What follows belongs to an exercise in optimizing a design on an open flow for small area, a short achievable clock period and few clock cycles; a production flow would make more cautious choices.
Only simulation tests tie the RTL to the original design; equivalence was not proved.
No activity file was given, so power comes from the tool's default toggle rates.

==> flow/design.v (excerpt) <==
module adder(
    input clk,
    input reset,
    input [31:0] a,
    input [31:0] b,
    input available,
    input [4:0] exception_f,
    output [31:0] sum,
    output done
    );
    wire [7:0] ae = a[30:23];
    wire [7:0] be = b[30:23];
    wire [7:0] eg = ae & ~be;
    wire [7:0] ek = ae | ~be;
    wire eg0 = eg[1] | ((ek[1] & ae[0]) & ~be[0]);
    wire ep0 = ek[1] & ek[0];
    wire eg1 = eg[2] | ((ek[2] & ae[1]) & ~be[1]);
    wire ep1 = ek[2] & ek[1];
    wire eg2 = eg[3] | ((ek[3] & ae[2]) & ~be[2]);
    wire ep2 = ek[3] & ek[2];
    wire eg3 = eg[4] | ((ek[4] & ae[3]) & ~be[3]);
    wire ep3 = ek[4] & ek[3];
    wire eg4 = eg[5] | ((ek[5] & ae[4]) & ~be[4]);
    wire ep4 = ek[5] & ek[4];
    wire eg5 = eg[6] | ((ek[6] & ae[5]) & ~be[5]);
    wire ep5 = ek[6] & ek[5];
    wire eg6 = eg[7] | ((ek[7] & ae[6]) & ~be[6]);
    wire ep6 = ek[7] & ek[6];
    wire eg7 = eg1 | ((ep1 & ae[0]) & ~be[0]);
    wire ep7 = ep1 & ek[0];
    wire eg8 = eg2 | (ep2 & eg0);
    wire ep8 = ep2 & ep0;
    wire eg9 = eg3 | (ep3 & eg1);
    wire ep9 = ep3 & ep1;
    wire eg10 = eg4 | (ep4 & eg2);
    wire ep10 = ep4 & ep2;
    wire eg11 = eg5 | (ep5 & eg3);
    wire ep11 = ep5 & ep3;
    wire eg12 = eg6 | (ep6 & eg4);
    wire ep12 = ep6 & ep4;
    wire eg13 = eg9 | ((ep9 & ae[0]) & ~be[0]);
    wire ep13 = ep9 & ek[0];
    wire eg14 = eg10 | (ep10 & eg0);
    wire ep14 = ep10 & ep0;
    wire eg15 = eg11 | (ep11 & eg7);
    wire ep15 = ep11 & ep7;
    wire eg16 = eg12 | (ep12 & eg8);
    wire ep16 = ep12 & ep8;
    wire co = eg16;
    wire [7:0] d;
    assign d[0] = ae[0] ^ be[0];
    wire dx1 = co ? ~(eg[0] | ek[0]) : eg[0];
    assign d[1] = ae[1] ^ (be[1] ^ dx1);
    wire dx2 = co ? ~(eg0 | ep0) : eg0;
    assign d[2] = ae[2] ^ (be[2] ^ dx2);
    wire dx3 = co ? ~(eg7 | ep7) : eg7;
    assign d[3] = ae[3] ^ (be[3] ^ dx3);
    wire dx4 = co ? ~(eg8 | ep8) : eg8;
    assign d[4] = ae[4] ^ (be[4] ^ dx4);
    wire dx5 = co ? ~(eg13 | ep13) : eg13;
    assign d[5] = ae[5] ^ (be[5] ^ dx5);
    wire dx6 = co ? ~(eg14 | ep14) : eg14;
    assign d[6] = ae[6] ^ (be[6] ^ dx6);
    wire dx7 = co ? ~(eg15 | ep15) : eg15;
    assign d[7] = ae[7] ^ (be[7] ^ dx7);
    wire swap = ~co;
    wire [22:0] ma = swap ? b[22:0] : a[22:0];
    wire [22:0] mb = swap ? a[22:0] : b[22:0];
  ...
Size: about 870 cells after synthesis, about 49 flip-flops.
export LEC_CHECK = 0
export ABC_AREA = 1
export CAP_MARGIN = 0
export CORE_MARGIN = 2
export CORE_UTILIZATION = 40
export SETUP_SLACK_MARGIN = 0.75
export SLEW_MARGIN = 0
create_clock -name core_clock -period 4.0 [get_ports {clk}]
standard.sh (not shown) runs the stock make flow with config.mk's settings and CLKGATE_MAP_FILE= SYNTH_SCRIPT=/design/flow/synth_recipe.tcl, a recipe that flattens the netlist after the stock synthesis.
==> flow/flow/run.sh <==
#!/bin/bash
# Standard layout with two changes:
#  - the I/O port buffers are a plain buffer cell instead of the delay cell
#    the resizer picks by default;
#  - clock tree synthesis adds no dummy loads.
export BUFFER_PORTS_ARGS="-buffer_cell sky130_fd_sc_hd__buf_1"
export CTS_ARGS="-sink_clustering_enable -repair_clock_nets -dont_use_dummy_load -buf_list {sky130_fd_sc_hd__clkbuf_4 sky130_fd_sc_hd__clkbuf_8}"
bash standard.sh > standard.log 2>&1
Testbench counts at the start, summed over its fixed seeds: cycles 6,392.
Edit:
CAP_MARGIN = 20   (was 0)
SETUP_SLACK_MARGIN = 0.9   (was 0.75)
SLEW_MARGIN = 20   (was 0)
Via count went up by 0.81%. Cell area rose by 3.5%. Total power climbs by 3.0%. Combinational power rises by about 5%. First-iteration DRC count decreases by 5.8%. Utilization went up by 1.6 points. Count of clock-buffer cells in the layout is unchanged. Worst setup slack stays flat.
Edit:
==> flow/flow/run.sh (replaced) <==
#!/bin/bash
# Standard layout with three changes:
#  - the I/O port buffers are a plain buffer cell instead of the delay cell
#    the resizer picks by default;
#  - clock tree synthesis adds no dummy loads;
#  - synthesis is standard.sh's, except that ABC maps the logic with
#    flow/abc.script (ABC does not touch the registers).
set -e
export BUFFER_PORTS_ARGS="-buffer_cell sky130_fd_sc_hd__buf_1"
export CTS_ARGS="-sink_clustering_enable -repair_clock_nets -dont_use_dummy_load -buf_list {sky130_fd_sc_hd__clkbuf_4 sky130_fd_sc_hd__clkbuf_8}"
export FLOW_ABC_SCRIPT=$PWD/flow/abc.script
sed "s#SYNTH_SCRIPT=[^ ]*#SYNTH_SCRIPT=$PWD/flow/synth_wrap.tcl#" standard.sh > own_synth.sh
bash own_synth.sh synth > synth.log 2>&1
bash standard.sh > standard.log 2>&1
==> flow/flow/abc.script (new file) <==
strash
dch -f
map -B 0.9
topo
stime -c
buffer -c
upsize -c
dnsize -c
==> flow/flow/synth_wrap.tcl (new file) <==
# synth_recipe.tcl with one change: ABC maps with the script named by
# FLOW_ABC_SCRIPT (flow/abc.script) instead of the flow default.
proc synth {args} { yosys synth -nofsm -noshare {*}$args }
# run ABC with the script named by FLOW_ABC_SCRIPT instead of the flow's own
proc abc {args} {
  set i [lsearch -exact $args -script]
  if {$i >= 0 && [info exists ::env(FLOW_ABC_SCRIPT)]} {
    set args [lreplace $args [expr {$i + 1}] [expr {$i + 1}] $::env(FLOW_ABC_SCRIPT)]
  }
  yosys abc {*}$args
}
source $::env(SCRIPTS_DIR)/synth.tcl
# left out here: clear keep_hierarchy, flatten, clean up, hide names made inside functions, write 1_2_yosys.v
SETUP_SLACK_MARGIN = 0.75   (was 0.9)
Die area increases by about 4%; wire length came out higher by 3.3%; core utilization rose by 0.18 points; setup slack loses 0.12 ns; global-route usage hardly moves; total power goes up by 2.3%; synthesized cell count is higher by 4.0%; critical path depth stays the same.
Edit:
==> flow/flow/run.sh (replaced) <==
#!/bin/bash
# Standard layout with two changes:
#  - the I/O port buffers are a plain buffer cell instead of the delay cell
#    the resizer picks by default;
#  - clock tree synthesis adds no dummy loads.
export BUFFER_PORTS_ARGS="-buffer_cell sky130_fd_sc_hd__buf_1"
export CTS_ARGS="-sink_clustering_enable -repair_clock_nets -dont_use_dummy_load -buf_list {sky130_fd_sc_hd__clkbuf_4 sky130_fd_sc_hd__clkbuf_8}"
bash standard.sh > standard.log 2>&1
TNS_END_PERCENT = 30   (was default)
removed: flow/flow/abc.script
removed: flow/flow/synth_wrap.tcl
Outcome: Power falls by 5.2%; final area decreases by 5.8%; sequential power is about the same; cell count shrinks by 3.0%; combinational power is lower by about 9%.
Edit:
GPL_TIMING_DRIVEN = 0   (was default)
TNS_END_PERCENT = default   (was 30)
What happened:
- The changed run ran to the end with no violations
- clock-buffer cell count is unchanged
- routed wire length increases by about 12%
- non-clock buffer count increases by 31
- maximum frequency decreases by about 1.5%
- worst hold slack improved by 0.0061 ns
- die area stays the same
- global-route usage increases by 1.9 points
- first-iteration DRC count increases by 8.7%
- power increases by about 3.5%
- critical path depth is unchanged
- via count increases by 4.9%
Edit:
CELL_PAD_IN_SITES_DETAIL_PLACEMENT = 0   (was default)
CELL_PAD_IN_SITES_GLOBAL_PLACEMENT = 0   (was default)
GPL_TIMING_DRIVEN = default   (was 0)
After rerunning: Cell area fell by a few percent. Setup slack improved by 0.056 ns. Routed wire length fell by roughly a tenth.

[what the ideal ports hide]
No port has a modelled driver above. Below, the same layouts with a new extraction and two added sets of constraints. Step 1, drivers: a clkbuf_16 drives clk and a buf_2 each remaining input, both assumed. Step 2 also shifts input and output timing later by t, the mid clock arrival at the registers, as if the neighbouring blocks saw the same clock. Slacks: no drivers / after step 1 / after step 2; pairs: no drivers / after step 1.
| run | t (ns) | slack for setup (ns) | worst setup path at the end | latest minus earliest clock arrival (ns) | slew at the worst register clock pin (ns) |
|---|---|---|---|---|---|
| the first run | 0.319 | 0.865 / 0.836 / 0.707 | input to register | 0.017 / 0.016 | 0.09 / 0.09 |
| the second run | 0.321 | 0.864 / 0.834 / 0.782 | input to register | 0.018 / 0.019 | 0.09 / 0.09 |
| the third run | 0.312 | 0.743 / 0.712 / 0.750 | input to register | 0.010 / 0.010 | 0.08 / 0.08 |
| the fourth run | 0.314 | 0.859 / 0.829 / 0.707 | input to register | 0.016 / 0.016 | 0.09 / 0.09 |
| the fifth run | 0.306 | 0.809 / 0.781 / 0.739 | input to register | 0.022 / 0.022 | 0.08 / 0.08 |
| the sixth run | 0.319 | 0.865 / 0.836 / 0.707 | input to register | 0.017 / 0.016 | 0.09 / 0.09 |
After both steps every run listed still meets setup and hold.
